This design comes from an exercise in tuning for small area and a short achievable clock period on the open sky130 flow, not from production work.
The RTL was checked by simulation tests, not by an equivalence proof against the original design.
No activity file was given, so power comes from the tool's default toggle rates.

==> flow/design.v (excerpt) <==
module  RV32core(
        input clk,   
        input rst,   
        input [4:0] debug_addr,   
        output[31:0] debug_data,   
        output[31:0] imem_addr,   
        input [31:0] imem_data,   
        output[31:0] dmem_addr,   
        output[31:0] dmem_wdata,   
        output dmem_we,   
        output dmem_re,   
        output[2:0] dmem_width,   
        input [31:0] dmem_rdata   
    );
==> flow/config.mk <==
export PLATFORM = sky130hd
export DESIGN_NAME = RV32core
export DESIGN_NICKNAME = RV32core
export VERILOG_FILES = /design/flow/design.v
export SDC_FILE = /design/flow/constraint.sdc
export NUM_CORES = 8
export LEC_CHECK = 0
export CAP_MARGIN = 20
export CORE_MARGIN = 2
export CORE_UTILIZATION = 32
export PLACE_DENSITY = 0.48
export SLEW_MARGIN = 20
export SYNTH_HIERARCHICAL = 1
==> flow/constraint.sdc <==
create_clock -name core_clock -period 13.0 [get_ports {clk}]
set_input_delay 2.6000 -clock core_clock [delete_from_list [all_inputs] [get_ports {clk}]]
set_output_delay 2.6000 -clock core_clock [all_outputs]
set_load 0.01 [all_outputs]
standard.sh (not shown) runs the stock make flow with config.mk's settings and CLKGATE_MAP_FILE= SYNTH_SCRIPT=/design/flow/synth_recipe.tcl, a recipe that flattens the netlist after the stock synthesis.
==> flow/flow/run.sh <==
#!/bin/bash
set -euo pipefail
W=$(pwd)
{ echo "include $W/config.mk"; cat "$W/flow/extra.mk"; } > "$W/own_config.mk"
sed "s#DESIGN_CONFIG=[^ ]*#DESIGN_CONFIG=$W/own_config.mk#" "$W/standard.sh" > "$W/own_standard.sh"
bash "$W/own_standard.sh" > "$W/own_flow.log" 2>&1
==> flow/flow/extra.mk <==
export BUFFER_PORTS_ARGS = -buffer_cell sky130_fd_sc_hd__buf_2
export CTS_ARGS = -sink_clustering_enable -repair_clock_nets -dont_use_dummy_load -buf_list "sky130_fd_sc_hd__clkbuf_8" -sink_clustering_size 16 -sink_clustering_max_diameter 50
export SETUP_SLACK_MARGIN = 6.5
export POST_GLOBAL_ROUTE_TCL = $(WORK_HOME)/../flow/grt_post.tcl
==> flow/flow/grt_post.tcl <==
# Extra antenna margin after global routing, so that detailed routing leaves
# no antenna violation to repair (each post-route repair re-runs the router).
repair_antennas -iterations 3 -ratio_margin 25
check_placement -verbose
Next try:
==> flow/flow/extra.mk (replaced) <==
export BUFFER_PORTS_ARGS = -buffer_cell sky130_fd_sc_hd__buf_2
export CTS_ARGS = -sink_clustering_enable -repair_clock_nets -dont_use_dummy_load -buf_list "sky130_fd_sc_hd__clkbuf_16" -sink_clustering_size 24 -sink_clustering_max_diameter 50
export SETUP_SLACK_MARGIN = 6.5
export POST_GLOBAL_ROUTE_TCL = $(WORK_HOME)/../flow/grt_post.tcl
--- a/flow/config.mk
+++ b/flow/config.mk
@@ -9,4 +9,4 @@
 export CORE_MARGIN = 2
-export CORE_UTILIZATION = 32
-export PLACE_DENSITY = 0.48
+export CORE_UTILIZATION = 35
+export PLACE_DENSITY = 0.5
 export SLEW_MARGIN = 20
After rerunning: Global-route usage came out higher by 2.6 points. Combinational power barely changes. Via count came out higher by 0.76%. First-iteration DRC count came out lower by 1.6%. Total power came out higher by 12%.
Next try:
==> flow/flow/extra.mk (replaced) <==
export BUFFER_PORTS_ARGS = -buffer_cell sky130_fd_sc_hd__buf_2
export CTS_ARGS = -sink_clustering_enable -repair_clock_nets -dont_use_dummy_load -buf_list "sky130_fd_sc_hd__clkbuf_8" -sink_clustering_size 16 -sink_clustering_max_diameter 50
export SETUP_SLACK_MARGIN = 6.5
export POST_GLOBAL_ROUTE_TCL = $(WORK_HOME)/../flow/grt_post.tcl
Result: Area after synthesis stays the same; wire length hardly moves; count of clock-buffer cells in the layout is higher by 2; total power is lower by 11%; core utilization is lower by 0.82 points; setup slack got worse by 0.0091 ns; worst hold slack improved by 0.0068 ns.
Next try:
==> flow/flow/extra.mk (replaced) <==
export BUFFER_PORTS_ARGS = -buffer_cell sky130_fd_sc_hd__buf_1
export CTS_ARGS = -sink_clustering_enable -repair_clock_nets -dont_use_dummy_load -buf_list "sky130_fd_sc_hd__clkbuf_8" -sink_clustering_size 16 -sink_clustering_max_diameter 50
export SETUP_SLACK_MARGIN = 6.2
export POST_GLOBAL_ROUTE_TCL = $(WORK_HOME)/../flow/grt_post.tcl
--- a/flow/config.mk
+++ b/flow/config.mk
@@ -9,4 +9,4 @@
 export CORE_MARGIN = 2
-export CORE_UTILIZATION = 35
-export PLACE_DENSITY = 0.5
+export CORE_UTILIZATION = 38
+export PLACE_DENSITY = 0.52
 export SLEW_MARGIN = 20
The changed run went through all stages and came out clean; clock power barely changes; clock skew went up by 0.024 ns; wire length went down by 3.5%.
Next try:
==> flow/flow/extra.mk (replaced) <==
export BUFFER_PORTS_ARGS = -buffer_cell sky130_fd_sc_hd__buf_1
export CTS_ARGS = -sink_clustering_enable -repair_clock_nets -dont_use_dummy_load -buf_list "sky130_fd_sc_hd__clkbuf_16" -sink_clustering_size 30 -sink_clustering_max_diameter 80
export SETUP_SLACK_MARGIN = 6.2
export POST_GLOBAL_ROUTE_TCL = $(WORK_HOME)/../flow/grt_post.tcl
What happened:
- via count fell by 0.85%
- setup slack gains 0.017 ns
- total power came out higher by 1.7%
- cell area stays flat
Next try:
==> flow/flow/extra.mk (replaced) <==
export BUFFER_PORTS_ARGS = -buffer_cell sky130_fd_sc_hd__buf_2
export CTS_ARGS = -sink_clustering_enable -repair_clock_nets -dont_use_dummy_load -buf_list "sky130_fd_sc_hd__clkbuf_8" -sink_clustering_size 16 -sink_clustering_max_diameter 50
export SETUP_SLACK_MARGIN = 7.0
export POST_GLOBAL_ROUTE_TCL = $(WORK_HOME)/../flow/grt_post.tcl
--- a/flow/config.mk
+++ b/flow/config.mk
@@ -9,4 +9,4 @@
 export CORE_MARGIN = 2
-export CORE_UTILIZATION = 38
-export PLACE_DENSITY = 0.52
+export CORE_UTILIZATION = 35
+export PLACE_DENSITY = 0.5
 export SLEW_MARGIN = 20
Effect:
- The new run completed without violations
- via count rose by 6.2%
- fmax went up by 0.62%
- power went up by 0.48%
- count of clock-buffer cells in the layout grows by 62

## afterwards: timing with drivers on the ports
Ports are ideal in the flow. The routed layouts listed here were re-timed in OpenROAD. Step 1, drivers: a clkbuf_16 drives clk and a buf_2 each remaining input, both assumed. Step 2, shift: input delay + t, output delay - t, t = (earliest + latest rising clock arrival at the registers) / 2. This alone moves slack from input paths to output paths. Three values: no drivers, after step 1, after step 2; two values: the first two.
| run | t (ns) | setup WS [ns] | hold WS [ns] | clock arrival spread, ns |
|---|---|---|---|---|
| the first run | 1.030 | 5.852 / 5.794 / 5.794 | 0.331 / 0.331 / 0.331 | 0.171 / 0.171 |
| the second run | 0.870 | 5.934 / 5.869 / 5.869 | 0.330 / 0.330 / 0.330 | 0.120 / 0.119 |
| the third run | 1.046 | 5.925 / 5.885 / 5.873 | 0.337 / 0.337 / 0.337 | 0.122 / 0.121 |
| the fourth run | 1.040 | 5.816 / 5.745 / 5.745 | 0.327 / 0.327 / 0.327 | 0.137 / 0.137 |
| the fifth run | 0.798 | 5.832 / 5.755 / 5.711 | 0.324 / 0.324 / 0.324 | 0.136 / 0.136 |
| the sixth run | 1.048 | 5.876 / 5.823 / 5.823 | 0.319 / 0.319 / 0.319 | 0.129 / 0.129 |
After both steps every run listed still meets setup and hold. The setup slack of the fifth run, which loses most, moves by -0.077 ns with the drivers and by -0.121 ns with both steps.
